Context: an optimization exercise on an open-source flow, tuned for small area and a short achievable clock period. The choices shown serve that exercise and are no tape-out recipe. The RTL was checked by simulation tests, not by an equivalence proof against the original design.

==> design.v <==
`timescale 1ns / 1ps
module multiplier_16bit (
    input  wire clk,
    input  wire rst,
    input  wire signed [15:0] a,
    input  wire signed [15:0] b,
    output reg  signed [31:0] product,
    output reg  signed [15:0] a_out,
    output reg  signed [15:0] b_out
);
    wire [15:0] ag = a;
    wire [31:0] accn = product;
    wire [16:0] x0;    
    wire one0 = b[0] ^ 1'b0;
    wire two0 = (b[1] & ~b[0] & ~1'b0) | (~b[1] & b[0] & 1'b0);
    wire neg0 = b[1];
    assign x0[0] = ((one0 & ag[0]) | (two0 & 1'b0)) ^ neg0;
    assign x0[1] = ((one0 & ag[1]) | (two0 & ag[0])) ^ neg0;
    assign x0[2] = ((one0 & ag[2]) | (two0 & ag[1])) ^ neg0;
    assign x0[3] = ((one0 & ag[3]) | (two0 & ag[2])) ^ neg0;
    assign x0[4] = ((one0 & ag[4]) | (two0 & ag[3])) ^ neg0;
    assign x0[5] = ((one0 & ag[5]) | (two0 & ag[4])) ^ neg0;
    assign x0[6] = ((one0 & ag[6]) | (two0 & ag[5])) ^ neg0;
    assign x0[7] = ((one0 & ag[7]) | (two0 & ag[6])) ^ neg0;
    assign x0[8] = ((one0 & ag[8]) | (two0 & ag[7])) ^ neg0;
    assign x0[9] = ((one0 & ag[9]) | (two0 & ag[8])) ^ neg0;
    assign x0[10] = ((one0 & ag[10]) | (two0 & ag[9])) ^ neg0;
    assign x0[11] = ((one0 & ag[11]) | (two0 & ag[10])) ^ neg0;
    assign x0[12] = ((one0 & ag[12]) | (two0 & ag[11])) ^ neg0;
    assign x0[13] = ((one0 & ag[13]) | (two0 & ag[12])) ^ neg0;
    assign x0[14] = ((one0 & ag[14]) | (two0 & ag[13])) ^ neg0;
    assign x0[15] = ((one0 & ag[15]) | (two0 & ag[14])) ^ neg0;
    assign x0[16] = ~(((one0 & ag[15]) | (two0 & ag[15])) ^ neg0);
    wire [16:0] x1;    
    wire one1 = b[2] ^ b[1];
    wire two1 = (b[3] & ~b[2] & ~b[1]) | (~b[3] & b[2] & b[1]);
    wire neg1 = b[3];
    assign x1[0] = ((one1 & ag[0]) | (two1 & 1'b0)) ^ neg1;
    assign x1[1] = ((one1 & ag[1]) | (two1 & ag[0])) ^ neg1;
    assign x1[2] = ((one1 & ag[2]) | (two1 & ag[1])) ^ neg1;
    assign x1[3] = ((one1 & ag[3]) | (two1 & ag[2])) ^ neg1;
    assign x1[4] = ((one1 & ag[4]) | (two1 & ag[3])) ^ neg1;
    assign x1[5] = ((one1 & ag[5]) | (two1 & ag[4])) ^ neg1;
    assign x1[6] = ((one1 & ag[6]) | (two1 & ag[5])) ^ neg1;
    assign x1[7] = ((one1 & ag[7]) | (two1 & ag[6])) ^ neg1;
    assign x1[8] = ((one1 & ag[8]) | (two1 & ag[7])) ^ neg1;
    assign x1[9] = ((one1 & ag[9]) | (two1 & ag[8])) ^ neg1;
    assign x1[10] = ((one1 & ag[10]) | (two1 & ag[9])) ^ neg1;
    assign x1[11] = ((one1 & ag[11]) | (two1 & ag[10])) ^ neg1;
    assign x1[12] = ((one1 & ag[12]) | (two1 & ag[11])) ^ neg1;
    assign x1[13] = ((one1 & ag[13]) | (two1 & ag[12])) ^ neg1;
    assign x1[14] = ((one1 & ag[14]) | (two1 & ag[13])) ^ neg1;
    assign x1[15] = ((one1 & ag[15]) | (two1 & ag[14])) ^ neg1;
    assign x1[16] = ~(((one1 & ag[15]) | (two1 & ag[15])) ^ neg1);
    wire [16:0] x2;    
    wire one2 = b[4] ^ b[3];
    wire two2 = (b[5] & ~b[4] & ~b[3]) | (~b[5] & b[4] & b[3]);
    wire neg2 = b[5];
    assign x2[0] = ((one2 & ag[0]) | (two2 & 1'b0)) ^ neg2;
    assign x2[1] = ((one2 & ag[1]) | (two2 & ag[0])) ^ neg2;
    assign x2[2] = ((one2 & ag[2]) | (two2 & ag[1])) ^ neg2;
    assign x2[3] = ((one2 & ag[3]) | (two2 & ag[2])) ^ neg2;
    assign x2[4] = ((one2 & ag[4]) | (two2 & ag[3])) ^ neg2;
    assign x2[5] = ((one2 & ag[5]) | (two2 & ag[4])) ^ neg2;
    assign x2[6] = ((one2 & ag[6]) | (two2 & ag[5])) ^ neg2;
    assign x2[7] = ((one2 & ag[7]) | (two2 & ag[6])) ^ neg2;
    assign x2[8] = ((one2 & ag[8]) | (two2 & ag[7])) ^ neg2;
    assign x2[9] = ((one2 & ag[9]) | (two2 & ag[8])) ^ neg2;
    assign x2[10] = ((one2 & ag[10]) | (two2 & ag[9])) ^ neg2;
    assign x2[11] = ((one2 & ag[11]) | (two2 & ag[10])) ^ neg2;
    assign x2[12] = ((one2 & ag[12]) | (two2 & ag[11])) ^ neg2;
    assign x2[13] = ((one2 & ag[13]) | (two2 & ag[12])) ^ neg2;
    assign x2[14] = ((one2 & ag[14]) | (two2 & ag[13])) ^ neg2;
    assign x2[15] = ((one2 & ag[15]) | (two2 & ag[14])) ^ neg2;
    assign x2[16] = ~(((one2 & ag[15]) | (two2 & ag[15])) ^ neg2);
    wire [16:0] x3;    
    wire one3 = b[6] ^ b[5];
    wire two3 = (b[7] & ~b[6] & ~b[5]) | (~b[7] & b[6] & b[5]);
    wire neg3 = b[7];
    assign x3[0] = ((one3 & ag[0]) | (two3 & 1'b0)) ^ neg3;
    assign x3[1] = ((one3 & ag[1]) | (two3 & ag[0])) ^ neg3;
    assign x3[2] = ((one3 & ag[2]) | (two3 & ag[1])) ^ neg3;
    assign x3[3] = ((one3 & ag[3]) | (two3 & ag[2])) ^ neg3;
    assign x3[4] = ((one3 & ag[4]) | (two3 & ag[3])) ^ neg3;
    assign x3[5] = ((one3 & ag[5]) | (two3 & ag[4])) ^ neg3;
    assign x3[6] = ((one3 & ag[6]) | (two3 & ag[5])) ^ neg3;
    assign x3[7] = ((one3 & ag[7]) | (two3 & ag[6])) ^ neg3;
    assign x3[8] = ((one3 & ag[8]) | (two3 & ag[7])) ^ neg3;
    assign x3[9] = ((one3 & ag[9]) | (two3 & ag[8])) ^ neg3;
    assign x3[10] = ((one3 & ag[10]) | (two3 & ag[9])) ^ neg3;
    assign x3[11] = ((one3 & ag[11]) | (two3 & ag[10])) ^ neg3;
    assign x3[12] = ((one3 & ag[12]) | (two3 & ag[11])) ^ neg3;
    assign x3[13] = ((one3 & ag[13]) | (two3 & ag[12])) ^ neg3;
    assign x3[14] = ((one3 & ag[14]) | (two3 & ag[13])) ^ neg3;
    assign x3[15] = ((one3 & ag[15]) | (two3 & ag[14])) ^ neg3;
    assign x3[16] = ~(((one3 & ag[15]) | (two3 & ag[15])) ^ neg3);
    wire [16:0] x4;    
    wire one4 = b[8] ^ b[7];
    wire two4 = (b[9] & ~b[8] & ~b[7]) | (~b[9] & b[8] & b[7]);
    wire neg4 = b[9];
    assign x4[0] = ((one4 & ag[0]) | (two4 & 1'b0)) ^ neg4;
    assign x4[1] = ((one4 & ag[1]) | (two4 & ag[0])) ^ neg4;
    assign x4[2] = ((one4 & ag[2]) | (two4 & ag[1])) ^ neg4;
    assign x4[3] = ((one4 & ag[3]) | (two4 & ag[2])) ^ neg4;
    assign x4[4] = ((one4 & ag[4]) | (two4 & ag[3])) ^ neg4;
    assign x4[5] = ((one4 & ag[5]) | (two4 & ag[4])) ^ neg4;
    assign x4[6] = ((one4 & ag[6]) | (two4 & ag[5])) ^ neg4;
    assign x4[7] = ((one4 & ag[7]) | (two4 & ag[6])) ^ neg4;
    assign x4[8] = ((one4 & ag[8]) | (two4 & ag[7])) ^ neg4;
    assign x4[9] = ((one4 & ag[9]) | (two4 & ag[8])) ^ neg4;
    assign x4[10] = ((one4 & ag[10]) | (two4 & ag[9])) ^ neg4;
    assign x4[11] = ((one4 & ag[11]) | (two4 & ag[10])) ^ neg4;
    assign x4[12] = ((one4 & ag[12]) | (two4 & ag[11])) ^ neg4;
    assign x4[13] = ((one4 & ag[13]) | (two4 & ag[12])) ^ neg4;
    assign x4[14] = ((one4 & ag[14]) | (two4 & ag[13])) ^ neg4;
    assign x4[15] = ((one4 & ag[15]) | (two4 & ag[14])) ^ neg4;
    assign x4[16] = ~(((one4 & ag[15]) | (two4 & ag[15])) ^ neg4);
    wire [16:0] x5;    
    wire one5 = b[10] ^ b[9];
    wire two5 = (b[11] & ~b[10] & ~b[9]) | (~b[11] & b[10] & b[9]);
    wire neg5 = b[11];
    assign x5[0] = ((one5 & ag[0]) | (two5 & 1'b0)) ^ neg5;
    assign x5[1] = ((one5 & ag[1]) | (two5 & ag[0])) ^ neg5;
    assign x5[2] = ((one5 & ag[2]) | (two5 & ag[1])) ^ neg5;
    assign x5[3] = ((one5 & ag[3]) | (two5 & ag[2])) ^ neg5;
    assign x5[4] = ((one5 & ag[4]) | (two5 & ag[3])) ^ neg5;
    assign x5[5] = ((one5 & ag[5]) | (two5 & ag[4])) ^ neg5;
    assign x5[6] = ((one5 & ag[6]) | (two5 & ag[5])) ^ neg5;
    assign x5[7] = ((one5 & ag[7]) | (two5 & ag[6])) ^ neg5;
    assign x5[8] = ((one5 & ag[8]) | (two5 & ag[7])) ^ neg5;
    assign x5[9] = ((one5 & ag[9]) | (two5 & ag[8])) ^ neg5;
    assign x5[10] = ((one5 & ag[10]) | (two5 & ag[9])) ^ neg5;
    assign x5[11] = ((one5 & ag[11]) | (two5 & ag[10])) ^ neg5;
    assign x5[12] = ((one5 & ag[12]) | (two5 & ag[11])) ^ neg5;
    assign x5[13] = ((one5 & ag[13]) | (two5 & ag[12])) ^ neg5;
    assign x5[14] = ((one5 & ag[14]) | (two5 & ag[13])) ^ neg5;
    assign x5[15] = ((one5 & ag[15]) | (two5 & ag[14])) ^ neg5;
    assign x5[16] = ~(((one5 & ag[15]) | (two5 & ag[15])) ^ neg5);
    wire [16:0] x6;    
    wire one6 = b[12] ^ b[11];
    wire two6 = (b[13] & ~b[12] & ~b[11]) | (~b[13] & b[12] & b[11]);
    wire neg6 = b[13];
    assign x6[0] = ((one6 & ag[0]) | (two6 & 1'b0)) ^ neg6;
    assign x6[1] = ((one6 & ag[1]) | (two6 & ag[0])) ^ neg6;
    assign x6[2] = ((one6 & ag[2]) | (two6 & ag[1])) ^ neg6;
    assign x6[3] = ((one6 & ag[3]) | (two6 & ag[2])) ^ neg6;
    assign x6[4] = ((one6 & ag[4]) | (two6 & ag[3])) ^ neg6;
    assign x6[5] = ((one6 & ag[5]) | (two6 & ag[4])) ^ neg6;
    assign x6[6] = ((one6 & ag[6]) | (two6 & ag[5])) ^ neg6;
    assign x6[7] = ((one6 & ag[7]) | (two6 & ag[6])) ^ neg6;
    assign x6[8] = ((one6 & ag[8]) | (two6 & ag[7])) ^ neg6;
    assign x6[9] = ((one6 & ag[9]) | (two6 & ag[8])) ^ neg6;
    assign x6[10] = ((one6 & ag[10]) | (two6 & ag[9])) ^ neg6;
    assign x6[11] = ((one6 & ag[11]) | (two6 & ag[10])) ^ neg6;
    assign x6[12] = ((one6 & ag[12]) | (two6 & ag[11])) ^ neg6;
    assign x6[13] = ((one6 & ag[13]) | (two6 & ag[12])) ^ neg6;
    assign x6[14] = ((one6 & ag[14]) | (two6 & ag[13])) ^ neg6;
    assign x6[15] = ((one6 & ag[15]) | (two6 & ag[14])) ^ neg6;
    assign x6[16] = ~(((one6 & ag[15]) | (two6 & ag[15])) ^ neg6);
    wire [16:0] x7;    
    wire one7 = b[14] ^ b[13];
    wire two7 = (b[15] & ~b[14] & ~b[13]) | (~b[15] & b[14] & b[13]);
    wire neg7 = b[15];
    assign x7[0] = ((one7 & ag[0]) | (two7 & 1'b0)) ^ neg7;
    assign x7[1] = ((one7 & ag[1]) | (two7 & ag[0])) ^ neg7;
    assign x7[2] = ((one7 & ag[2]) | (two7 & ag[1])) ^ neg7;
    assign x7[3] = ((one7 & ag[3]) | (two7 & ag[2])) ^ neg7;
    assign x7[4] = ((one7 & ag[4]) | (two7 & ag[3])) ^ neg7;
    assign x7[5] = ((one7 & ag[5]) | (two7 & ag[4])) ^ neg7;
    assign x7[6] = ((one7 & ag[6]) | (two7 & ag[5])) ^ neg7;
    assign x7[7] = ((one7 & ag[7]) | (two7 & ag[6])) ^ neg7;
    assign x7[8] = ((one7 & ag[8]) | (two7 & ag[7])) ^ neg7;
    assign x7[9] = ((one7 & ag[9]) | (two7 & ag[8])) ^ neg7;
    assign x7[10] = ((one7 & ag[10]) | (two7 & ag[9])) ^ neg7;
    assign x7[11] = ((one7 & ag[11]) | (two7 & ag[10])) ^ neg7;
    assign x7[12] = ((one7 & ag[12]) | (two7 & ag[11])) ^ neg7;
    assign x7[13] = ((one7 & ag[13]) | (two7 & ag[12])) ^ neg7;
    assign x7[14] = ((one7 & ag[14]) | (two7 & ag[13])) ^ neg7;
    assign x7[15] = ((one7 & ag[15]) | (two7 & ag[14])) ^ neg7;
    assign x7[16] = ~(((one7 & ag[15]) | (two7 & ag[15])) ^ neg7);
    wire s0, c1;
    fa us0 (accn[0], b[1], x0[0], s0, c1);
    wire s2, c3;
    fa us2 (accn[1], x0[1], c1, s2, c3);
    wire s4, c5;
    fa us4 (accn[2], b[3], x0[2], s4, c5);
    wire s6, c7;
    fa us6 (x1[0], s4, c3, s6, c7);
    wire s8, c9;
    fa us8 (accn[3], x0[3], x1[1], s8, c9);
    wire s10, c11;
    fa us10 (c5, s8, c7, s10, c11);
    wire s12, c13;
    fa us12 (accn[4], b[5], x0[4], s12, c13);
    wire s14, c15;
    fa us14 (x1[2], x2[0], c9, s14, c15);
    wire s16, c17;
    fa us16 (s12, s14, c11, s16, c17);
    wire s18, c19;
    fa us18 (accn[5], x0[5], x1[3], s18, c19);
    wire s20, c21;
    fa us20 (x2[1], c13, s18, s20, c21);
    wire s22, c23;
    fa us22 (c15, s20, c17, s22, c23);
    wire s24, c25;
    fa us24 (accn[6], b[7], x0[6], s24, c25);
    wire s26, c27;
    fa us26 (x1[4], x2[2], x3[0], s26, c27);
    wire s28, c29;
    fa us28 (c19, s24, s26, s28, c29);
    wire s30, c31;
    ha us30 (c21, s28, s30, c31);
    wire s32, c33;
    fa us32 (accn[7], x0[7], x1[5], s32, c33);
    wire s34, c35;
    fa us34 (x2[3], x3[1], c25, s34, c35);
    wire s36, c37;
    fa us36 (c27, s32, s34, s36, c37);
    wire s38, c39;
    fa us38 (c29, c31, s36, s38, c39);
    wire s40, c41;
    fa us40 (accn[8], b[9], x0[8], s40, c41);
    wire s42, c43;
    fa us42 (x1[6], x2[4], x3[2], s42, c43);
    wire s44, c45;
    fa us44 (x4[0], c33, s40, s44, c45);
    wire s46, c47;
    fa us46 (s42, c35, s44, s46, c47);
    wire s48, c49;
    fa us48 (c37, s46, c39, s48, c49);
    wire s50, c51;
    fa us50 (accn[9], x0[9], x1[7], s50, c51);
    wire s52, c53;
    fa us52 (x2[5], x3[3], x4[1], s52, c53);
    wire s54, c55;
    fa us54 (c41, c43, s50, s54, c55);
    wire s56, c57;
    fa us56 (s52, c45, s54, s56, c57);
    wire s58, c59;
    fa us58 (c47, s56, c49, s58, c59);
    wire s60, c61;
    fa us60 (accn[10], b[11], x0[10], s60, c61);
    wire s62, c63;
    fa us62 (x1[8], x2[6], x3[4], s62, c63);
    wire s64, c65;
    fa us64 (x4[2], x5[0], c51, s64, c65);
    wire s66, c67;
    fa us66 (c53, s60, s62, s66, c67);
    wire s68, c69;
    fa us68 (s64, c55, s66, s68, c69);
    wire s70, c71;
    ha us70 (c57, s68, s70, c71);
    wire s72, c73;
    fa us72 (accn[11], x0[11], x1[9], s72, c73);
    wire s74, c75;
    fa us74 (x2[7], x3[5], x4[3], s74, c75);
    wire s76, c77;
    fa us76 (x5[1], c61, c63, s76, c77);
    wire s78, c79;
    fa us78 (s72, s74, c65, s78, c79);
    wire s80, c81;
    fa us80 (s76, c67, s78, s80, c81);
    wire s82, c83;
    fa us82 (c69, c71, s80, s82, c83);
    wire s84, c85;
    fa us84 (accn[12], b[13], x0[12], s84, c85);
    wire s86, c87;
    fa us86 (x1[10], x2[8], x3[6], s86, c87);
    wire s88, c89;
    fa us88 (x4[4], x5[2], x6[0], s88, c89);
    wire s90, c91;
    fa us90 (c73, c75, s84, s90, c91);
    wire s92, c93;
    fa us92 (s86, s88, c77, s92, c93);
    wire s94, c95;
    fa us94 (s90, c79, s92, s94, c95);
    wire s96, c97;
    fa us96 (c81, s94, c83, s96, c97);
    wire s98, c99;
    fa us98 (accn[13], x0[13], x1[11], s98, c99);
    wire s100, c101;
    fa us100 (x2[9], x3[7], x4[5], s100, c101);
    wire s102, c103;
    fa us102 (x5[3], x6[1], c85, s102, c103);
    wire s104, c105;
    fa us104 (c87, c89, s98, s104, c105);
    wire s106, c107;
    fa us106 (s100, s102, c91, s106, c107);
    wire s108, c109;
    fa us108 (s104, c93, s106, s108, c109);
    wire s110, c111;
    ha us110 (c95, s108, s110, c111);
    wire s112, c113;
    fa us112 (accn[14], b[15], x0[14], s112, c113);
    wire s114, c115;
    fa us114 (x1[12], x2[10], x3[8], s114, c115);
    wire s116, c117;
    fa us116 (x4[6], x5[4], x6[2], s116, c117);
    wire s118, c119;
    fa us118 (x7[0], c99, c101, s118, c119);
    wire s120, c121;
    fa us120 (s112, s114, s116, s120, c121);
    wire s122, c123;
    fa us122 (c103, s118, c105, s122, c123);
    wire s124, c125;
    fa us124 (s120, c107, s122, s124, c125);
    wire s126, c127;
    fa us126 (c109, s124, c111, s126, c127);
    wire s128, c129;
    fa us128 (accn[15], x0[15], x1[13], s128, c129);
    wire s130, c131;
    fa us130 (x2[11], x3[9], x4[7], s130, c131);
    wire s132, c133;
    fa us132 (x5[5], x6[3], x7[1], s132, c133);
    wire s134, c135;
    fa us134 (c113, c115, c117, s134, c135);
    wire s136, c137;
    fa us136 (s128, s130, s132, s136, c137);
    wire s138, c139;
    fa us138 (c119, s134, c121, s138, c139);
    wire s140, c141;
    fa us140 (s136, c123, s138, s140, c141);
    wire s142, c143;
    ha us142 (c125, s140, s142, c143);
    wire s144, c145;
    fa us144 (accn[16], x0[16], 1'b1, s144, c145);
    wire s146, c147;
    fa us146 (x1[14], x2[12], x3[10], s146, c147);
    wire s148, c149;
    fa us148 (x4[8], x5[6], x6[4], s148, c149);
    wire s150, c151;
    fa us150 (x7[2], s144, c129, s150, c151);
    wire s152, c153;
    fa us152 (c131, c133, s146, s152, c153);
    wire s154, c155;
    fa us154 (s148, c135, s150, s154, c155);
    wire s156, c157;
    fa us156 (c137, s152, c139, s156, c157);
    wire s158, c159;
    fa us158 (s154, c141, s156, s158, c159);
    wire s160, c161;
    fa us160 (accn[17], x1[15], 1'b1, s160, c161);
    wire s162, c163;
    fa us162 (x2[13], x3[11], x4[9], s162, c163);
    wire s164, c165;
    fa us164 (x5[7], x6[5], x7[3], s164, c165);
    wire s166, c167;
    fa us166 (c145, s160, c147, s166, c167);
    wire s168, c169;
    fa us168 (c149, s162, s164, s168, c169);
    wire s170, c171;
    fa us170 (c151, s166, c153, s170, c171);
    wire s172, c173;
    fa us172 (s168, c155, s170, s172, c173);
    wire s174, c175;
    fa us174 (c157, s172, c159, s174, c175);
    wire s176, c177;
    fa us176 (accn[18], x1[16], x2[14], s176, c177);
    wire s178, c179;
    fa us178 (x3[12], x4[10], x5[8], s178, c179);
    wire s180, c181;
    fa us180 (x6[6], x7[4], c161, s180, c181);
    wire s182, c183;
    fa us182 (c163, c165, s176, s182, c183);
    wire s184, c185;
    fa us184 (s178, s180, c167, s184, c185);
    wire s186, c187;
    fa us186 (c169, s182, c171, s186, c187);
    wire s188, c189;
    fa us188 (s184, c173, s186, s188, c189);
    wire s190, c191;
    fa us190 (accn[19], x2[15], 1'b1, s190, c191);
    wire s192, c193;
    fa us192 (x3[13], x4[11], x5[9], s192, c193);
    wire s194, c195;
    fa us194 (x6[7], x7[5], s190, s194, c195);
    wire s196, c197;
    fa us196 (c177, c179, s192, s196, c197);
    wire s198, c199;
    fa us198 (c181, s194, c183, s198, c199);
    wire s200, c201;
    fa us200 (s196, c185, s198, s200, c201);
    wire s202, c203;
    fa us202 (c187, s200, c189, s202, c203);
    wire s204, c205;
    fa us204 (accn[20], x2[16], x3[14], s204, c205);
    wire s206, c207;
    fa us206 (x4[12], x5[10], x6[8], s206, c207);
    wire s208, c209;
    fa us208 (x7[6], c191, c193, s208, c209);
    wire s210, c211;
    fa us210 (s204, s206, c195, s210, c211);
    wire s212, c213;
    fa us212 (s208, c197, s210, s212, c213);
    wire s214, c215;
    fa us214 (c199, s212, c201, s214, c215);
    wire s216, c217;
    fa us216 (accn[21], x3[15], 1'b1, s216, c217);
    wire s218, c219;
    fa us218 (x4[13], x5[11], x6[9], s218, c219);
    wire s220, c221;
    fa us220 (x7[7], s216, c205, s220, c221);
    wire s222, c223;
    fa us222 (c207, s218, c209, s222, c223);
    wire s224, c225;
    fa us224 (s220, c211, s222, s224, c225);
    wire s226, c227;
    fa us226 (c213, s224, c215, s226, c227);
    wire s228, c229;
    fa us228 (accn[22], x3[16], x4[14], s228, c229);
    wire s230, c231;
    fa us230 (x5[12], x6[10], x7[8], s230, c231);
    wire s232, c233;
    fa us232 (c217, c219, s228, s232, c233);
    wire s234, c235;
    fa us234 (s230, c221, s232, s234, c235);
    wire s236, c237;
    fa us236 (c223, s234, c225, s236, c237);
    wire s238, c239;
    fa us238 (accn[23], x4[15], 1'b1, s238, c239);
    wire s240, c241;
    fa us240 (x5[13], x6[11], x7[9], s240, c241);
    wire s242, c243;
    fa us242 (s238, c229, c231, s242, c243);
    wire s244, c245;
    fa us244 (s240, s242, c233, s244, c245);
    wire s246, c247;
    fa us246 (c235, s244, c237, s246, c247);
    wire s248, c249;
    fa us248 (accn[24], x4[16], x5[14], s248, c249);
    wire s250, c251;
    fa us250 (x6[12], x7[10], c239, s250, c251);
    wire s252, c253;
    fa us252 (c241, s248, s250, s252, c253);
    wire s254, c255;
    fa us254 (c243, s252, c245, s254, c255);
    wire s256, c257;
    fa us256 (accn[25], x5[15], 1'b1, s256, c257);
    wire s258, c259;
    fa us258 (x6[13], x7[11], s256, s258, c259);
    wire s260, c261;
    fa us260 (c249, c251, s258, s260, c261);
    wire s262, c263;
    fa us262 (c253, s260, c255, s262, c263);
    wire s264, c265;
    fa us264 (accn[26], x5[16], x6[14], s264, c265);
    wire s266, c267;
    fa us266 (x7[12], c257, s264, s266, c267);
    wire s268, c269;
    fa us268 (c259, s266, c261, s268, c269);
    wire s270, c271;
    fa us270 (accn[27], x6[15], 1'b1, s270, c271);
    wire s272, c273;
    fa us272 (x7[13], s270, c265, s272, c273);
    wire s274, c275;
    fa us274 (s272, c267, c269, s274, c275);
    wire s276, c277;
    fa us276 (accn[28], x6[16], x7[14], s276, c277);
    wire s278, c279;
    fa us278 (c271, s276, c273, s278, c279);
    wire s280, c281;
    fa us280 (accn[29], x7[15], 1'b1, s280, c281);
    wire s282, c283;
    fa us282 (s280, c277, c279, s282, c283);
    wire s284, c285;
    fa us284 (accn[30], x7[16], c281, s284, c285);
    wire s286, c287;
    fa us286 (accn[31], c285, 1'b1, s286, c287);
    wire [31:0] r0 = {s286, s284, s282, s278, s274, s268, s262, s254, s246, s236, s226, s214, s202, s188, s174, c143, s142, s126, s110, s96, s82, s70, s58, s48, s38, s30, s22, s16, s10, s6, s2, s0};
    wire [31:0] r1 = {1'b0, c283, 1'b0, c275, 1'b0, c263, 1'b0, c247, 1'b0, c227, 1'b0, c203, 1'b0, c175, 1'b0, s158, c127, 1'b0, c97, 1'b0, 1'b0, c59, 1'b0, 1'b0, 1'b0, c23, 1'b0, 1'b0, 1'b0, 1'b0, 1'b0, 1'b0};
    wire [31:0] sum;
    wire [31:0] p0, gn;
    assign p0[0] = r0[0];
    assign gn[0] = 1'b1;
    assign p0[1] = r0[1];
    assign gn[1] = 1'b1;
    assign p0[2] = r0[2];
    assign gn[2] = 1'b1;
    assign p0[3] = r0[3];
    assign gn[3] = 1'b1;
    assign p0[4] = r0[4];
    assign gn[4] = 1'b1;
    assign p0[5] = r0[5];
    assign gn[5] = 1'b1;
    wire g6;
    ha upg6 (r0[6], r1[6], p0[6], g6);
    assign gn[6] = ~g6;
    assign p0[7] = r0[7];
    assign gn[7] = 1'b1;
    assign p0[8] = r0[8];
    assign gn[8] = 1'b1;
    assign p0[9] = r0[9];
    assign gn[9] = 1'b1;
    wire g10;
    ha upg10 (r0[10], r1[10], p0[10], g10);
    assign gn[10] = ~g10;
    assign p0[11] = r0[11];
    assign gn[11] = 1'b1;
    assign p0[12] = r0[12];
    assign gn[12] = 1'b1;
    wire g13;
    ha upg13 (r0[13], r1[13], p0[13], g13);
    assign gn[13] = ~g13;
    assign p0[14] = r0[14];
    assign gn[14] = 1'b1;
    wire g15;
    ha upg15 (r0[15], r1[15], p0[15], g15);
    assign gn[15] = ~g15;
    wire g16;
    ha upg16 (r0[16], r1[16], p0[16], g16);
    assign gn[16] = ~g16;
    assign p0[17] = r0[17];
    assign gn[17] = 1'b1;
    wire g18;
    ha upg18 (r0[18], r1[18], p0[18], g18);
    assign gn[18] = ~g18;
    assign p0[19] = r0[19];
    assign gn[19] = 1'b1;
    wire g20;
    ha upg20 (r0[20], r1[20], p0[20], g20);
    assign gn[20] = ~g20;
    assign p0[21] = r0[21];
    assign gn[21] = 1'b1;
    wire g22;
    ha upg22 (r0[22], r1[22], p0[22], g22);
    assign gn[22] = ~g22;
    assign p0[23] = r0[23];
    assign gn[23] = 1'b1;
    wire g24;
    ha upg24 (r0[24], r1[24], p0[24], g24);
    assign gn[24] = ~g24;
    assign p0[25] = r0[25];
    assign gn[25] = 1'b1;
    wire g26;
    ha upg26 (r0[26], r1[26], p0[26], g26);
    assign gn[26] = ~g26;
    assign p0[27] = r0[27];
    assign gn[27] = 1'b1;
    wire g28;
    ha upg28 (r0[28], r1[28], p0[28], g28);
    assign gn[28] = ~g28;
    assign p0[29] = r0[29];
    assign gn[29] = 1'b1;
    wire g30;
    ha upg30 (r0[30], r1[30], p0[30], g30);
    assign gn[30] = ~g30;
    assign p0[31] = r0[31];
    assign gn[31] = 1'b1;
    wire G288 = ~gn[1] | (p0[1] & ~gn[0]);
    wire G289 = ~gn[3] | (p0[3] & ~gn[2]);
    wire P290 = p0[3] & p0[2];
    wire G291 = ~gn[5] | (p0[5] & ~gn[4]);
    wire P292 = p0[5] & p0[4];
    wire G293 = ~gn[7] | (p0[7] & ~gn[6]);
    wire P294 = p0[7] & p0[6];
    wire G295 = ~gn[9] | (p0[9] & ~gn[8]);
    wire P296 = p0[9] & p0[8];
    wire G297 = ~gn[11] | (p0[11] & ~gn[10]);
    wire P298 = p0[11] & p0[10];
    wire G299 = ~gn[13] | (p0[13] & ~gn[12]);
    wire P300 = p0[13] & p0[12];
    wire G301 = ~gn[15] | (p0[15] & ~gn[14]);
    wire P302 = p0[15] & p0[14];
    wire G303 = ~gn[17] | (p0[17] & ~gn[16]);
    wire P304 = p0[17] & p0[16];
    wire G305 = ~gn[19] | (p0[19] & ~gn[18]);
    wire P306 = p0[19] & p0[18];
    wire G307 = ~gn[21] | (p0[21] & ~gn[20]);
    wire P308 = p0[21] & p0[20];
    wire G309 = ~gn[23] | (p0[23] & ~gn[22]);
    wire P310 = p0[23] & p0[22];
    wire G311 = ~gn[25] | (p0[25] & ~gn[24]);
    wire P312 = p0[25] & p0[24];
    wire G313 = ~gn[27] | (p0[27] & ~gn[26]);
    wire P314 = p0[27] & p0[26];
    wire G315 = ~gn[29] | (p0[29] & ~gn[28]);
    wire P316 = p0[29] & p0[28];
    wire G317 = ~gn[31] | (p0[31] & ~gn[30]);
    wire P318 = p0[31] & p0[30];
    wire G319 = ~gn[2] | (p0[2] & G288);
    wire G320 = G289 | (P290 & G288);
    wire G321 = ~gn[6] | (p0[6] & G291);
    wire P322 = p0[6] & P292;
    wire G323 = G293 | (P294 & G291);
    wire P324 = P294 & P292;
    wire G325 = ~gn[10] | (p0[10] & G295);
    wire P326 = p0[10] & P296;
    wire G327 = G297 | (P298 & G295);
    wire P328 = P298 & P296;
    wire G329 = ~gn[14] | (p0[14] & G299);
    wire P330 = p0[14] & P300;
    wire G331 = G301 | (P302 & G299);
    wire P332 = P302 & P300;
    wire G333 = ~gn[18] | (p0[18] & G303);
    wire P334 = p0[18] & P304;
    wire G335 = G305 | (P306 & G303);
    wire P336 = P306 & P304;
    wire G337 = ~gn[22] | (p0[22] & G307);
    wire P338 = p0[22] & P308;
    wire G339 = G309 | (P310 & G307);
    wire P340 = P310 & P308;
    wire G341 = ~gn[26] | (p0[26] & G311);
    wire P342 = p0[26] & P312;
    wire G343 = G313 | (P314 & G311);
    wire P344 = P314 & P312;
    wire G345 = ~gn[30] | (p0[30] & G315);
    wire P346 = p0[30] & P316;
    wire G347 = G317 | (P318 & G315);
    wire P348 = P318 & P316;
    wire G349 = ~gn[4] | (p0[4] & G320);
    wire G350 = G291 | (P292 & G320);
    wire G351 = G321 | (P322 & G320);
    wire G352 = G323 | (P324 & G320);
    wire G353 = ~gn[12] | (p0[12] & G327);
    wire P354 = p0[12] & P328;
    wire G355 = G299 | (P300 & G327);
    wire P356 = P300 & P328;
    wire G357 = G329 | (P330 & G327);
    wire P358 = P330 & P328;
    wire G359 = G331 | (P332 & G327);
    wire P360 = P332 & P328;
    wire G361 = ~gn[20] | (p0[20] & G335);
    wire P362 = p0[20] & P336;
    wire G363 = G307 | (P308 & G335);
    wire P364 = P308 & P336;
    wire G365 = G337 | (P338 & G335);
    wire P366 = P338 & P336;
    wire G367 = G339 | (P340 & G335);
    wire P368 = P340 & P336;
    wire G369 = ~gn[28] | (p0[28] & G343);
    wire P370 = p0[28] & P344;
    wire G371 = G315 | (P316 & G343);
    wire P372 = P316 & P344;
    wire G373 = G345 | (P346 & G343);
    wire P374 = P346 & P344;
    wire G375 = G347 | (P348 & G343);
    wire P376 = P348 & P344;
    wire G377 = ~gn[8] | (p0[8] & G352);
    wire G378 = G295 | (P296 & G352);
    wire G379 = G325 | (P326 & G352);
    wire G380 = G327 | (P328 & G352);
    wire G381 = G353 | (P354 & G352);
    wire G382 = G355 | (P356 & G352);
    wire G383 = G357 | (P358 & G352);
    wire G384 = G359 | (P360 & G352);
    wire G385 = ~gn[24] | (p0[24] & G367);
    wire P386 = p0[24] & P368;
    wire G387 = G311 | (P312 & G367);
    wire P388 = P312 & P368;
    wire G389 = G341 | (P342 & G367);
    wire P390 = P342 & P368;
    wire G391 = G343 | (P344 & G367);
    wire P392 = P344 & P368;
    wire G393 = G369 | (P370 & G367);
    wire P394 = P370 & P368;
    wire G395 = G371 | (P372 & G367);
    wire P396 = P372 & P368;
    wire G397 = G373 | (P374 & G367);
    wire P398 = P374 & P368;
    wire G399 = G375 | (P376 & G367);
    wire P400 = P376 & P368;
    wire G401 = ~gn[16] | (p0[16] & G384);
    wire G402 = G303 | (P304 & G384);
    wire G403 = G333 | (P334 & G384);
    wire G404 = G335 | (P336 & G384);
    wire G405 = G361 | (P362 & G384);
    wire G406 = G363 | (P364 & G384);
    wire G407 = G365 | (P366 & G384);
    wire G408 = G367 | (P368 & G384);
    wire G409 = G385 | (P386 & G384);
    wire G410 = G387 | (P388 & G384);
    wire G411 = G389 | (P390 & G384);
    wire G412 = G391 | (P392 & G384);
    wire G413 = G393 | (P394 & G384);
    wire G414 = G395 | (P396 & G384);
    wire G415 = G397 | (P398 & G384);
    wire G416 = G399 | (P400 & G384);
    wire [31:0] cy = {G415, G414, G413, G412, G411, G410, G409, G408, G407, G406, G405, G404, G403, G402, G401, G384, G383, G382, G381, G380, G379, G378, G377, G352, G351, G350, G349, G320, G319, G288, ~gn[0], 1'b0};
    assign sum = p0 ^ cy;
    always @(posedge clk) begin
        product <= sum & {32{~rst}};
        a_out   <= a & {16{~rst}};
        b_out   <= b & {16{~rst}};
    end
endmodule
module booth_enc (input wire b1, input wire b0, input wire bm1, output wire one, output wire two, output wire neg);
    assign one = b0 ^ bm1;
    assign two = (b1 & ~b0 & ~bm1) | (~b1 & b0 & bm1);
    assign neg = b1;
endmodule
module booth_row (input wire [15:0] a, input wire [2:0] b, output wire [16:0] x);
    wire one = b[1] ^ b[0];
    wire two = (b[2] & ~b[1] & ~b[0]) | (~b[2] & b[1] & b[0]);
    wire [16:0] a1 = {a[15], a};
    wire [16:0] a2 = {a, 1'b0};
    wire [16:0] y = ((a1 & {17{one}}) | (a2 & {17{two}})) ^ {17{b[2]}};
    assign x = {~y[16], y[15:0]};
endmodule
module booth_row_i (input wire [15:0] a, input wire [2:0] b, output wire [16:0] x);
    wire one = b[1] ^ b[0];
    wire two = (b[2] & ~b[1] & ~b[0]) | (~b[2] & b[1] & b[0]);
    wire [16:0] a1 = {a[15], a};
    wire [16:0] a2 = {a, 1'b0};
    wire [16:0] y = ((a1 & {17{one}}) | (a2 & {17{two}})) ^ {17{b[2]}};
    assign x = {y[16], ~y[15:0]};
endmodule
module pg (input wire a, input wire b, output wire p, output wire gn);
    assign p  = a ^ b;
    assign gn = ~(a & b);
endmodule
module pgi (input wire an, input wire bn, output wire p, output wire gn);
    assign p  = an ^ bn;
    assign gn = an | bn;
endmodule
module fa (input wire a, input wire b, input wire c, output wire s, output wire co);
    assign s  = a ^ b ^ c;
    assign co = (a & b) | (a & c) | (b & c);
endmodule
module ha (input wire a, input wire b, output wire s, output wire co);
    assign s  = a ^ b;
    assign co = a & b;
endmodule
module fa1 (input wire a, input wire b, output wire s, output wire co);
    assign s  = ~(a ^ b);
    assign co = a | b;
endmodule
==> flow/run.sh <==
#!/bin/bash
# The standard synthesis and layout, with these changes to the layout:
#  * the port buffers are the smallest buffer cell (buffer_ports -buffer_cell) instead of
#    the delay-cell buffers buffer_ports picks by itself;
#  * one tie cell drives all constant inputs;
#  * the clock tree uses the buffers in flow/cts_bufs.txt and no dummy loads;
#  * repair_timing aims for extra setup slack (flow/setup_margin.txt, ns) so the resizer
#    speeds up the critical paths. The clock and I/O constraints are unchanged.
set -euo pipefail
# clock tree: small clock buffers and no dummy loads (64 flip-flops need little drive)
export CTS_ARGS="-sink_clustering_enable -repair_clock_nets -buf_list {$(cat flow/cts_bufs.txt)} -dont_use_dummy_load"
# one tie cell for all constant inputs instead of one per input
export SKIP_REPAIR_TIE_FANOUT=1
export BUFFER_PORTS_ARGS="-buffer_cell sky130_fd_sc_hd__buf_1"
M=$(cat flow/setup_margin.txt)
if [[ "$M" != "0" ]]; then export SETUP_SLACK_MARGIN=$M; fi
S=$(cat flow/move_sequence.txt)
if [[ -n "$S" ]]; then export SETUP_MOVE_SEQUENCE=$S; fi
bash standard.sh synth > synth.log 2>&1
bash standard.sh finish > layout.log 2>&1
==> flow/cts_bufs.txt <==
sky130_fd_sc_hd__clkbuf_8
==> flow/move_sequence.txt <==
unbuffer,sizeup,swap
==> flow/setup_margin.txt <==
10.8
==> standard.sh <==
#!/bin/bash
# synth_recipe.tcl (not shown) runs the flow's synth.tcl, then flattens the netlist and writes it again
# the make line also repeats each setting of config.mk as NAME=value (left out here)
make -C /OpenROAD-flow-scripts/flow DESIGN_CONFIG=/design/flow/config.mk WORK_HOME=/design/flow/orfs CLKGATE_MAP_FILE= SYNTH_SCRIPT=/design/flow/synth_recipe.tcl "${@:-finish}"
==> config.mk <==
export PLATFORM = sky130hd
export DESIGN_NAME = multiplier_16bit
export DESIGN_NICKNAME = multiplier_16bit
export VERILOG_FILES = /design/flow/design.v
export SDC_FILE = /design/flow/constraint.sdc
export NUM_CORES = 4
export LEC_CHECK = 0
export ABC_AREA = 1
export CAP_MARGIN = 20
export CORE_MARGIN = 2
export CORE_UTILIZATION = 40
export SLEW_MARGIN = 85
export SYNTH_HIERARCHICAL = 1
==> constraint.sdc <==
create_clock -name core_clock -period 20.0 [get_ports {clk}]
set_input_delay 4.0000 -clock core_clock [delete_from_list [all_inputs] [get_ports {clk}]]
set_output_delay 4.0000 -clock core_clock [all_outputs]
set_load 0.01 [all_outputs]
==> results of run 1 <==
[flip-flops by register name, indices dropped and copies added, names as in the netlist]
| signal | flops |
|---|---|
| product | 32 |
| b_out | 16 |
| a_out | 16 |
[timing repair]
action	in CTS	in global routing
gates resized for setup	44	49
pin swaps	10	14
endpoints found under the setup margin	16	19
hold buffers	0	0
[modules after synthesis, one instance, submodules excluded]
module | flops+latches | cell area [um^2] | cells inside | copies in the design
fa | 0 | 20.0 | 1 | 140
ha | 0 | 12.5 | 1 | 16
multiplier_16bit | 64 | 5060 | 713 | 1
[tightest hold or removal path: cells and delay by family, from the launching register on]
kind	cells	cell delay (ps)
flops	1	350
fa+ha+maj	1	180
simple gates	1	60
buf+inv	1	40
[logic make-up (layout without fill, tap and decap cells)]
group / count (synthesis) / in the layout / share of synthesized area [%]
AND/OR/NAND/NOR: 212 / 212 / 11.1
AO/OA/AOI/OAI: 168 / 168 / 13.6
adder cells (fa/ha/maj): 159 / 159 / 37.7
buffers and inverters: 137 / 257 / 7.73
XOR/XNOR: 128 / 128 / 13.9
flip-flops: 64 / 64 / 15.9
other: 1 / 1 / 0.0465
[cell usage in the layout (no fill, tap or decap), drive strengths merged]
| master | count |
|---|---|
| a211oi | 7 |
| a21boi | 1 |
| a21oi | 20 |
| a22oi | 1 |
| buf | 142 |
| clkbuf | 30 |
| clkdlybuf4s15 | 2 |
| clkdlybuf4s18 | 1 |
| clkinv | 10 |
| conb | 1 |
| dfxtp | 64 |
| dlymetal6s2s | 1 |
| fa | 140 |
| ha | 19 |
| inv | 71 |
| nand2 | 86 |
| nand3 | 23 |
| nand4 | 8 |
| nor2 | 93 |
| nor3 | 2 |
| o21a | 2 |
| o21ai | 14 |
| o21bai | 4 |
| o22ai | 119 |
| xnor2 | 1 |
| xor2 | 127 |
[worst max path at each step]
stage / to / cells past startpoint / slack [ps]
2_1_floorplan: product[17]$_DFF_P_ / 22 / 11360
3_3_place_gp: product[24]$_DFF_P_ / 22 / 10490
3_5_place_dp: product[22]$_DFF_P_ / 26 / 9750
4_1_cts: product[22]$_DFF_P_ / 26 / 10800
5_1_grt: product[24]$_DFF_P_ / 26 / 10780
6_report: product[17]$_DFF_P_ / 24 / 10970
[final cells by class]
cell class / count / area share [%]
clock buffers: 9 / 1.10
inverters: 81 / 3.64
multi-input cells: 668 / 70.1
flip-flops and latches: 64 / 11.4
well taps: 265 / 2.93
repair buffers: 167 / 10.8
[metal layers]
layer / vias to the layer above / track usage [%]
li1: 3038 / -
met1: 3503 / 27.5
met2: 284 / 37.5
met3: 72 / 3.48
met4: 0 / 10.3
met5: - / 0
==> reports/qor.yml, run 1 <==
status: "finished clean"
synth.top_cell.area_share_pct: 34.8
reg2regPathDepth: 16
worstPathRequired_ps: 20300
firstDrtPassIters: 5
drt-vias-per-instance: 5.50
holdPathStages: 3
synth_most_common_cell: "fa_1"
cts_buffers: 9
min_from: "product[1]$_DFF_P_"
ys.flop_type: "dfxtp_1"
placed_cell_area_um2: 10300
critPathBufInv: 7
root_buffer: "clkbuf_8"
clk_latency_ps: 390
grt_pass1_wl_um: 37100
netlist_area_um2: 8060
crit_path_frequent_cell: "fa_1"
skew_ps: 27.2
routedWlPerCell_um: 19.3
drc: 0
fillers: 1621
pin_count: 98
vias: 6897
post-place-ws_ps: 9750
layout.nets: 1184
hold_violations: 0
synthArstFlopShare_pct: 0
synth-edff-count: 0
multiInputGateArea_um2: 7920
m1WireLength_um: 9290
syn2layout_area_growth_pct: 40.2
critPathMaxStageDelay_ps: 560
arrival_ps: 9330
place_congestion: 0.829
synth_cells: 869
crit_chain: "buf_1 -> buf_8 -> buf_12 -> inv_2 -> o21ai_4 -> clkbuf_4 -> buf_2 -> buf_2 -> o22ai_2 -> xor2_2 -> fa_1 -> fa_1 -> fa_1 -> ha_1 -> fa_1 -> fa_2 -> ha_4 -> nand2_2 -> nor2_4 -> a21oi_4 -> nand2_8 -> ha_4 -> o21a_1 -> nor3_2"
dp.cells: 1242
grt_max_degree: 24
dieArea_um2: 21300
routed_wl_um: 24200
initial_utilization_pct: 41.1
reg2reg_to: "product[24]$_DFF_P_"
path_max_fanout: 14
clock.fmax_ghz: 0.111
globalRouteOverflowTotal: 0
met2_length_um: 12600
ys_top_cells_by_area: "fa_1 (35%), dfxtp_1 (16%), xor2_1 (14%)"
maxCapViolations: 0
hold-worst-slack_ps: 667
finalCritPeriodShare_pct: 45.2
top_layer: "met4"
synth-seq-cells: 64
final-setup-viol-count: 0
crit_slowest_cell: "fa_1"
fin_crit_ps: 9030
rsz0062_at_grt: "false"
setup_tns_ps: 0
yosys.cell_types.count: 36
crit_family: "adder cells"
initialDrtViolationCount: 425
numPortBuffers: 97
final_layout_size_suffix_gt1_share_pct: 36.8
synthTopCellsByCount: "fa_1 (140), xor2_1 (127), o22ai_1 (115)"
rrSetupSlack_ps: 15710
post_cts_buffers: 0
cts_buffer_depth: 2
cts.sink_count: 64
wl_met3_um: 1190
dieWidth_um: 146
seq_area_um2: 1290
finalWorstSetupSlack_ps: 10970
grt_usage_pct: 22.0
htree_levels: 3
dpl.hpwl_um: 18100
ys_seq_area_share_pct: 15.9
n_antenna_cell: 0
yosysWarnings: 7
drv_slew: 0
syn_area_per_cell_um2: 9.28
core_area_um2: 19600
fp-row-count: 51
hold_class: "flop to flop"
path_class: "input port to flop"
r2r-start: "product[19]$_DFF_P_"
crit_start: "b[5]"
whs_endpoint: "product[1]$_DFF_P_"
finish.instance_area_um2: 11300
start_kind: "input port"
cts.clk_slew.worst_paths_ps: 70
fin_cells: 1254
antenna_found_initial: 0
syn_nets: 1062
antenna_left: 0
die_height_um: 146
grt_pass1_vias: 7069
post-route-util_pct: 57.7
yosys.area.top_type: "fa_1"
cts_tree: "built"
endpoint_kind: "flop"
==> run 2, diff against run 1 <==
--- a/config.mk
+++ b/config.mk
@@ -11,3 +11,3 @@
 export CORE_UTILIZATION = 40
-export SLEW_MARGIN = 85
+export SLEW_MARGIN = 70
 export SYNTH_HIERARCHICAL = 1
==> run 2 against run 1 <==
  * Synthesized area is the same
  * Still clean on timing, DRC and antenna
  * Critical path type unchanged
==> reports/qor.yml, run 2 <==
status: "finished clean"
synthTopCellsByCount: "fa_1 (140), xor2_1 (127), o22ai_1 (115)"
synth-edff-count: 0  # unchanged
mostFrequentLayoutCell: "fa_1"
die_height_um: 146  # unchanged
clock.fmax_ghz: 0.112  # +1.4%
clk_latency_ps: 370  # -20 ps
finalCritPeriodShare_pct: 44.6  # -0.61 points
drc: 0  # unchanged
fp-row-count: 51  # unchanged
largest_reg_flops: 32  # unchanged
reg2regPathDepth: 15  # -1
critPathMaxStageDelay_ps: 560  # about the same
synth.top_cell.area_share_pct: 34.8  # unchanged
place_congestion: 0.829  # unchanged
final_cell_mix: "fa_1 (140), xor2_1 (127), o22ai_1 (115), buf_1 (96), nor2_1 (90)"
setup_tns_ps: 0  # unchanged
hold_buffers: 0  # unchanged
fin_cells: 1200  # -4.3%
finish.instance_area_um2: 8810  # -22%
core_area_um2: 19600  # unchanged
final-setup-viol-count: 0  # unchanged
cts_buffers: 9  # unchanged
synth_most_common_cell: "fa_1"
yosys.area.top_type: "fa_1"
arrival_ps: 9170  # -160 ps
ys_top_cells_by_area: "fa_1 (35%), dfxtp_1 (16%), xor2_1 (14%)"
post-place-ws_ps: 10590  # +837 ps
finalWorstSetupSlack_ps: 11090  # +121 ps
grt_pass1_wl_um: 34200  # -7.9%
syn_area_per_cell_um2: 9.28  # unchanged
syn_nets: 1062  # unchanged
dpl.hpwl_um: 16000  # -12%
yosys.cell_types.count: 36  # unchanged
syn2layout_area_growth_pct: 9.36
cts_tree: "built"
routed_wl_um: 21100  # -13%
root_buffer: "clkbuf_8"
ys.flop_type: "dfxtp_1"
hold_class: "flop to flop"
endpoint_kind: "flop"
final_layout_size_suffix_gt1_share_pct: 8.98  # -28 points
antenna_left: 0  # unchanged
path_max_fanout: 22  # +8
synth-seq-cells: 64  # unchanged
postCtsResizedCells: 0  # -100%
layout.nets: 1130  # -4.6%
globalRouteOverflowTotal: 0  # unchanged
reg2reg_to: "product[17]$_DFF_P_"
r2r-start: "product[0]$_DFF_P_"
placed_cell_area_um2: 8640  # -16%
top_regs: "product (32), a_out (16), b_out (16)"
crit_end: "product[24]$_DFF_P_"
worstPathRequired_ps: 20260  # -40 ps
post_cts_buffers: 0  # unchanged
crit_slowest_cell: "fa_1"
hold_violations: 0  # unchanged
ys_seq_area_share_pct: 15.9  # unchanged
grt_usage_pct: 20.3  # -1.8 points
start_kind: "input port"
path_class: "input port to flop"
synth_cells: 869  # unchanged
maxCapViolations: 0  # unchanged
max_flop_register: "product"
cts.clk_slew.worst_paths_ps: 60  # about the same
rsz0062_at_grt: "false"
crit_path_frequent_cell: "fa_1"
drv_slew: 0  # unchanged
pin_count: 98  # unchanged
dieArea_um2: 21300  # unchanged
crit_start: "b[3]"
vias: 6413  # -7.0%
rrSetupSlack_ps: 15600  # -110 ps
crit_chain: "buf_1 -> buf_6 -> inv_2 -> o21ai_4 -> buf_6 -> o22ai_1 -> xor2_1 -> fa_1 -> fa_1 -> fa_1 -> fa_1 -> fa_1 -> fa_1 -> ha_1 -> nand2_2 -> nor2_4 -> nand2_2 -> inv_1 -> nand2_1 -> nand2_2 -> nand2_1 -> nand2_1 -> nor2_1"
routedWlPerCell_um: 17.6  # -8.7%
initialDrtViolationCount: 490  # +15%
antenna_found_initial: 0  # unchanged
yosysWarnings: 7  # unchanged
numPortBuffers: 97  # unchanged
initial_utilization_pct: 41.1  # unchanged
crit_family: "adder cells"
dp.cells: 1189  # -4.3%
grt_max_degree: 47  # +96%
grt_pass1_vias: 6448  # -8.8%
hold-worst-slack_ps: 673  # +6.06 ps
netlist_area_um2: 8060  # unchanged
htree_levels: 3  # unchanged
dieWidth_um: 146  # unchanged
cts.sink_count: 64  # unchanged
n_antenna_cell: 0  # unchanged
skew_ps: 14.1  # -13.0 ps
critPathBufInv: 5  # -2
crit_cells: 23  # -4.2%
drt-vias-per-instance: 5.34  # -2.8%
synthArstFlopShare_pct: 0  # unchanged
cts_buffer_depth: 2  # unchanged
fin_crit_ps: 8910  # -121 ps
firstDrtPassIters: 5  # unchanged
## run 2: cell count changes in the layout (fill, tap and decap cells not counted), moves of 12 or more
| cell | delta |
|---|---|
| buf_1 | +13 |
| clkinv_2 | +15 |
| fa_1 | +13 |
| fa_2 | -13 |
| nand2_1 | +13 |
| nor2_1 | +12 |
| o22ai_1 | +82 |
| o22ai_2 | -57 |
| o22ai_4 | -25 |
| xor2_1 | +64 |
| xor2_2 | -64 |
## run 2: kinds of logic after synthesis
kind of cell               synth area share [%]
adders and majority gates                  37.7
AOI/OAI and AO/OA                          13.6
other                                    0.0465
DFF                                        15.9
and+or+nand+nor                            11.1
buffers and inverters                      7.73
xor gates and xnor gates                   13.9
## run 2: modules after synthesis, one instance, submodules excluded
module | times used | cell area [um^2]
multiplier_16bit | 1 | 5060
fa | 140 | 20.0
ha | 16 | 12.5
## run 2: per-layer routing
metal | global-route usage (%) | vias up | routed length, um
met1 | 25.4 | 3165 | 8500
li1 | - | 2981 | -
met4 | 6.62 | 0 | 564
met5 | 0 | - | 0
met3 | 3.92 | 29 | 1200
met2 | 35.1 | 238 | 10800
## run 2: worst min-delay path by stage
stage	depth (start not counted)	endpoint	startpoint
after floorplan	3	product[0]$_DFF_P_	product[0]$_DFF_P_
after global placement	3	product[1]$_DFF_P_	product[1]$_DFF_P_
after detailed placement	3	product[1]$_DFF_P_	product[1]$_DFF_P_
after CTS	3	product[0]$_DFF_P_	product[0]$_DFF_P_
after global routing	3	product[1]$_DFF_P_	product[1]$_DFF_P_
final	3	product[1]$_DFF_P_	product[1]$_DFF_P_
## run 2: tightest hold or removal path, cell delays in order (launching register included)
cell	delay, ps
dfxtp_1	360
fa_1	180
inv_1	40
nor2_1	60
## run 2: cell type report
cell class | instances | area, um^2
sequential | 64 | 1280
inverter | 81 | 325
timing repair buffer | 113 | 519
clock buffer | 9 | 124
multi-input combinational | 668 | 6230
tap | 265 | 332
fill | 1933 | 10800
## run 2: through the flow
stage,util (%)
CTS,44.7
global route,45.0
detailed placement,44.1
floorplan,-
finish,45.0
global placement,43.4
==> run 3, diff against run 2 <==
--- a/config.mk
+++ b/config.mk
@@ -11,3 +11,3 @@
 export CORE_UTILIZATION = 40
-export SLEW_MARGIN = 70
+export SLEW_MARGIN = 20
 export SYNTH_HIERARCHICAL = 1
==> run 3 against run 2 <==
  * Still clean on timing, DRC and antenna
  * Register-to-register slack is essentially flat
  * Design area shrank 0.67%
  * Maximum frequency down 0.22%
  * Critical path type unchanged
  * Highest routed layer unchanged
==> reports/qor.yml, run 3 <==
status: "finished clean"
drc: 0  # unchanged
yosys.area.top_type: "fa_1"
rsz0062_at_grt: "false"
tightest_slew_ps: 799
wl_met3_um: 1160  # -3.1%
post_cts_buffers: 0  # unchanged
antenna_found_initial: 0  # unchanged
rrSetupSlack_ps: 15610  # about the same
cts_buffers: 9  # unchanged
routed_wl_um: 21200  # +0.51%
dieWidth_um: 146  # unchanged
setup_tns_ps: 0  # unchanged
hold_buffers: 0  # unchanged
dpl.hpwl_um: 15800  # -1.6%
yosysWarnings: 7  # unchanged
top_regs: "product (32), a_out (16), b_out (16)"
dieArea_um2: 21300  # unchanged
met2_length_um: 11000  # +1.5%
max_flop_register: "product"
finalCritPeriodShare_pct: 44.6  # +0.096 points
root_buffer: "clkbuf_8"
r2r-start: "product[0]$_DFF_P_"
synth_most_common_cell: "fa_1"
syn_area_per_cell_um2: 9.28  # unchanged
ys_top_cells_by_area: "fa_1 (35%), dfxtp_1 (16%), xor2_1 (14%)"
layout.nets: 1123  # -0.62%
final_layout_size_suffix_gt1_share_pct: 6.47  # -2.5 points
m1WireLength_um: 8600  # +1.1%
min_from: "product[0]$_DFF_P_"
initialDrtViolationCount: 540  # +10%
drv_slew: 0  # unchanged
mostFrequentLayoutCell: "fa_1"
numPortBuffers: 97  # unchanged
final_cell_mix: "fa_1 (140), xor2_1 (127), o22ai_1 (115), buf_1 (96), nor2_1 (90)"
antenna_left: 0  # unchanged
whs_endpoint: "product[0]$_DFF_P_"
path_max_fanout: 22  # unchanged
fp-row-count: 51  # unchanged
holdPathStages: 3  # unchanged
syn_nets: 1062  # unchanged
final-setup-viol-count: 0  # unchanged
hold_class: "flop to flop"
reg2reg_to: "product[17]$_DFF_P_"
syn2layout_area_growth_pct: 8.63
finalWorstSetupSlack_ps: 11070  # -19.2 ps
globalRouteOverflowTotal: 0  # unchanged
relSlewSlack_pct: 46.7
n_antenna_cell: 0  # unchanged
netlist_area_um2: 8060  # unchanged
place_congestion: 0.829  # unchanged
largest_reg_flops: 32  # unchanged
reg2regPathDepth: 15  # unchanged
ys_seq_area_share_pct: 15.9  # unchanged
ys.flop_type: "dfxtp_1"
top_layer: "met4"
skew_ps: 16.6  # +2.44 ps
firstDrtPassIters: 5  # unchanged
drt-vias-per-instance: 5.36  # +0.34%
routedWlPerCell_um: 17.8  # +1.1%
die_height_um: 146  # unchanged
htree_levels: 3  # unchanged
synthTopCellsByCount: "fa_1 (140), xor2_1 (127), o22ai_1 (115)"
vias: 6397  # -0.25%
yosys.cell_types.count: 36  # unchanged
synth.top_cell.area_share_pct: 34.8  # unchanged
pin_count: 98  # unchanged
cts_buffer_depth: 2  # unchanged
clock.fmax_ghz: 0.112  # -0.22%
start_kind: "input port"
core_area_um2: 19600  # unchanged
post-route-util_pct: 44.7  # -0.30 points
grt_pass1_vias: 6351  # -1.5%
grt_pass1_wl_um: 33800  # -1.2%
fin_crit_ps: 8930  # +19.2 ps
worstPathRequired_ps: 20250  # about the same
maxCapViolations: 0  # unchanged
grt_usage_pct: 20.0  # -0.24 points
synth-edff-count: 0  # unchanged
cts.clk_slew.worst_paths_ps: 60  # about the same
clk_latency_ps: 370  # about the same
path_class: "input port to flop"
cts.sink_count: 64  # unchanged
endpoint_kind: "flop"
arrival_ps: 9180  # about the same
post-place-ws_ps: 10420  # -170 ps
initial_utilization_pct: 41.1  # unchanged
hold_violations: 0  # unchanged
synth_cells: 869  # unchanged
cts_tree: "built"
synth-seq-cells: 64  # unchanged
grt_max_degree: 47  # unchanged
synthArstFlopShare_pct: 0  # unchanged
==> run 3: changes by cell type in the layout (fill, tap and decap cells not counted), moves of 2 or more <==
cell / change
clkinv_1: +15
clkinv_2: -15
buf_4: -5
buf_6: -3
buf_12: +2
inv_1: +2
inv_2: -2
==> run 3: repair_timing <==
item / 4_1_cts / 5_1_grt
hold endpoints to repair: 0 / 0
resized for setup: 0 / 28
setup endpoints to repair: 0 / 16
==> run 3: kinds of logic after synthesis <==
family                     share of synthesized area (%)
and+or+nand+nor                                     11.1
buffers and inverters                               7.73
AOI/OAI and AO/OA                                   13.6
xor gates and xnor gates                            13.9
adders and majority gates                           37.7
other                                             0.0465
DFF                                                 15.9
==> run 3: layout make-up <==
cell class                      instances  area, um^2
Fill cell                            1957       10800
Multi-Input combinational cell        668        6240
Sequential cell                        64        1280
Timing Repair Buffer                  106         473
Tap cell                              265         332
Inverter                               81         308
Clock buffer                            9         124
==> run 3: worst max-delay path: stages <==
cell     delay [ps]
buf_1           120
buf_12          200
nor2_1          120
o21ai_4         440
o22ai_1         160
xor2_1          190
fa_1            480
fa_1            560
fa_1            440
fa_1            400
fa_1            420
fa_1            370
ha_1            360
nand2_2         120
nor2_4          210
nand2_2         120
inv_1           100
nand2_1          70
nand2_2          90
nand2_1          80
nand2_1          60
nor2_1           50
==> run 3: Yosys stat by module (local to each module, per instance) <==
module | cell area (um^2) | cells | flops+latches
ha | 12.5 | 1 | 0
fa | 20.0 | 1 | 0
multiplier_16bit | 5060 | 713 | 64
==> run 3: layer usage <==
metal	global-route usage, %	up-vias
met5	0	-
met4	5.88	0
met3	3.76	33
met2	34.8	231
met1	25.4	3164
li1	-	2969
==> run 3: worst max path at each step <==
| stage | start | to | slack, ps | cells after the start |
|---|---|---|---|---|
| floorplan | b[1] | product[17]$_DFF_P_ | 11360 | 22 |
| global placement | b[9] | product[24]$_DFF_P_ | 10490 | 22 |
| detailed placement | b[3] | product[24]$_DFF_P_ | 10420 | 22 |
| CTS | b[3] | product[24]$_DFF_P_ | 10810 | 22 |
| global route | b[3] | product[24]$_DFF_P_ | 10800 | 22 |
| finish | b[3] | product[24]$_DFF_P_ | 11070 | 22 |
==> run 3: stage by stage <==
step	hold slack (ps)	cells	area, um^2
after floorplan	686	869	8060
after global placement	648	1184	8510
after detailed placement	644	1184	8510
after CTS	673	1193	8630
after global routing	728	1193	8760
final	666	1193	8760
==> run 4, diff against run 3 <==
--- a/flow/run.sh
+++ b/flow/run.sh
@@ -4,2 +4,3 @@
 #    the delay-cell buffers buffer_ports picks by itself;
+#  * input-port buffers with many loads are sized up after global placement;
 #  * one tie cell drives all constant inputs;
@@ -13,2 +14,4 @@
 export SKIP_REPAIR_TIE_FANOUT=1
+# size up the input-port buffers that drive many loads (flow/size_inputs.tcl)
+export POST_GLOBAL_PLACE_TCL=$(pwd)/flow/size_inputs.tcl
 export BUFFER_PORTS_ARGS="-buffer_cell sky130_fd_sc_hd__buf_1"
==> flow/size_inputs.tcl (new file) <==
# Run after global placement (POST_GLOBAL_PLACE_TCL): every input-port buffer that drives
# many loads is sized up from buf_1, so the resizer need not add a second buffer behind it.
set block [ord::get_db_block]
foreach inst [$block getInsts] {
  set name [$inst getName]
  if { ![string match "input*" $name] } { continue }
  if { [[$inst getMaster] getName] ne "sky130_fd_sc_hd__buf_1" } { continue }
  foreach iterm [$inst getITerms] {
    if { [$iterm isOutputSignal] } {
      set net [$iterm getNet]
      if { $net eq "NULL" } { continue }
      set fanout [expr { [llength [$net getITerms]] - 1 }]
      if { $fanout >= 12 } {
        puts "size_inputs: $name fanout $fanout -> buf_8"
        replace_cell $name sky130_fd_sc_hd__buf_8
      } elseif { $fanout >= 6 } {
        puts "size_inputs: $name fanout $fanout -> buf_4"
        replace_cell $name sky130_fd_sc_hd__buf_4
      }
    }
  }
}
==> run 4 against run 3 <==
  * Utilization is the same
  * Synthesized cell count is the same
  * Design area is the same
  * Critical path depth is the same
  * Count of clock-buffer cells in the layout is the same
  * Wire length is the same
  * Final cell count is the same
  * Synthesized area is the same
==> reports/qor.yml, run 4 <==
status: "finished clean"
path_max_fanout: 22  # unchanged
synth_cells: 869  # unchanged
holdPathStages: 3  # unchanged
mostFrequentLayoutCell: "fa_1"
routed_wl_um: 21200  # unchanged
dieWidth_um: 146  # unchanged
yosys.area.top_type: "fa_1"
yosysWarnings: 7  # unchanged
skew_ps: 16.6  # unchanged
core_area_um2: 19600  # unchanged
critPathMaxStageDelay_ps: 560  # about the same
ys.flop_type: "dfxtp_1"
drt-vias-per-instance: 5.36  # unchanged
synth_most_common_cell: "fa_1"
endpoint_kind: "flop"
dp.cells: 1184  # unchanged
fp-row-count: 51  # unchanged
yosys.cell_types.count: 36  # unchanged
fin_cells: 1193  # unchanged
antenna_found_initial: 0  # unchanged
crit_start: "b[3]"
cts_tree: "built"
maxCapViolations: 0  # unchanged
synthTopCellsByCount: "fa_1 (140), xor2_1 (127), o22ai_1 (115)"
initialDrtViolationCount: 540  # unchanged
cts.sink_count: 64  # unchanged
cts.clk_slew.worst_paths_ps: 60  # about the same
grt_max_degree: 47  # unchanged
synth.top_cell.area_share_pct: 34.8  # unchanged
setup_tns_ps: 0  # unchanged
finish.instance_area_um2: 8760  # unchanged
final_cell_mix: "fa_1 (140), xor2_1 (127), o22ai_1 (115), buf_1 (96), nor2_1 (90)"
n_antenna_cell: 0  # unchanged
start_kind: "input port"
antenna_left: 0  # unchanged
numPortBuffers: 97  # unchanged
min_from: "product[0]$_DFF_P_"
syn2layout_area_growth_pct: 8.63  # unchanged
worstPathRequired_ps: 20250  # about the same
hold-worst-slack_ps: 666  # unchanged
fin_crit_ps: 8930  # unchanged
die_height_um: 146  # unchanged
critPathBufInv: 3  # unchanged
synth-edff-count: 0  # unchanged
run 4: path summary, 6_finish.rpt:
path,endpoint
max reg2reg,product[17]$_DFF_P_
min,product[0]$_DFF_P_
max,product[24]$_DFF_P_
min reg2reg,product[0]$_DFF_P_
run 4: logic make-up after synthesis:
group	after synthesis	synth area share, %
AND/OR/NAND/NOR	212	11.1
AO/OA/AOI/OAI	168	13.6
other	1	0.0465
flip-flops	64	15.9
XOR/XNOR	128	13.9
buffers and inverters	137	7.73
adder cells (fa/ha/maj)	159	37.7
run 4: worst reg2reg max path, stage by stage, from the launching register on:
cell and delay [ps]:
dfxtp_1 320, fa_1 450, fa_1 410, fa_1 420, fa_1 410, fa_1 410
fa_1 390, ha_1 200, ha_1 230, nand3_1 120, nor2_1 60, nand3_1 80
nand2_2 230, ha_1 300, o21a_1 160, nor3_1 120
run 4: per-stage QoR:
stage	setup slack, ps	utilization, %
after floorplan	11360	-
after global placement	10490	43.4
after CTS	10810	44.1
after global routing	10800	44.7
after detailed placement	10420	43.4
final	11070	44.7
run 4: modules after synthesis (local to each module, per instance):
| module | cells inside | flops+latches | times used | area [um^2] |
|---|---|---|---|---|
| fa | 1 | 0 | 140 | 20.0 |
| ha | 1 | 0 | 16 | 12.5 |
| multiplier_16bit | 713 | 64 | 1 | 5060 |
run 4: layout make-up:
| class | instances | area [um^2] | share of cell area (%) |
|---|---|---|---|
| Inverter | 81 | 308 | 3.52 |
| Sequential cell | 64 | 1280 | 14.6 |
| Clock buffer | 9 | 124 | 1.41 |
| Multi-Input combinational cell | 668 | 6240 | 71.2 |
| Tap cell | 265 | 332 | 3.79 |
| Timing Repair Buffer | 106 | 473 | 5.40 |
run 4: timing repair:
action                                  CTS  global route
resized for setup                         0            28
hold buffers                              0             0
endpoints found under the hold margin     0             0
endpoints found under the setup margin    0            16
run 4: metal layers:
layer | wire length [um] | vias to the layer above | global-route usage (%)
li1 | - | 2969 | -
met1 | 8600 | 3164 | 25.4
met2 | 11000 | 231 | 34.8
met3 | 1160 | 33 | 3.76
met4 | 451 | 0 | 5.88
met5 | 0 | - | 0

-- afterwards: timing with drivers on the ports --
Ports are ideal in the flow. The routed layouts listed here were re-timed in OpenROAD.
Step 1: set_driving_cell puts a clkbuf_16 on clk and a buf_2 on each other input, an assumption about the parent block.
Step 2 adds t to the input delays and takes it off the output delays; t is the mean of the earliest and latest rising clock arrival at the registers after step 1. Input paths then give back, and output paths get back, about the clock's delay inside the block.
a / b / c = no drivers / after step 1 / after step 2; a / b = the first two.
| run | t (ns) | slack for setup (ns) | slew at the worst register clock pin (ns) | cell pins on the clock port's net |
|---|---|---|---|---|
| run 1 | 0.422 | 10.969 / 10.989 / 10.567 | 0.09 / 0.09 | 1 |
| run 2 | 0.403 | 11.090 / 11.099 / 10.696 | 0.08 / 0.08 | 1 |
| run 3 | 0.405 | 11.071 / 11.082 / 10.677 | 0.08 / 0.08 | 1 |
| run 4 | 0.405 | 11.071 / 11.082 / 10.677 | 0.08 / 0.08 | 1 |
After both steps every run listed still meets setup and hold. For run 1, which loses most, drivers alone change the setup slack by +0.020 ns; drivers and shift together by -0.402 ns.
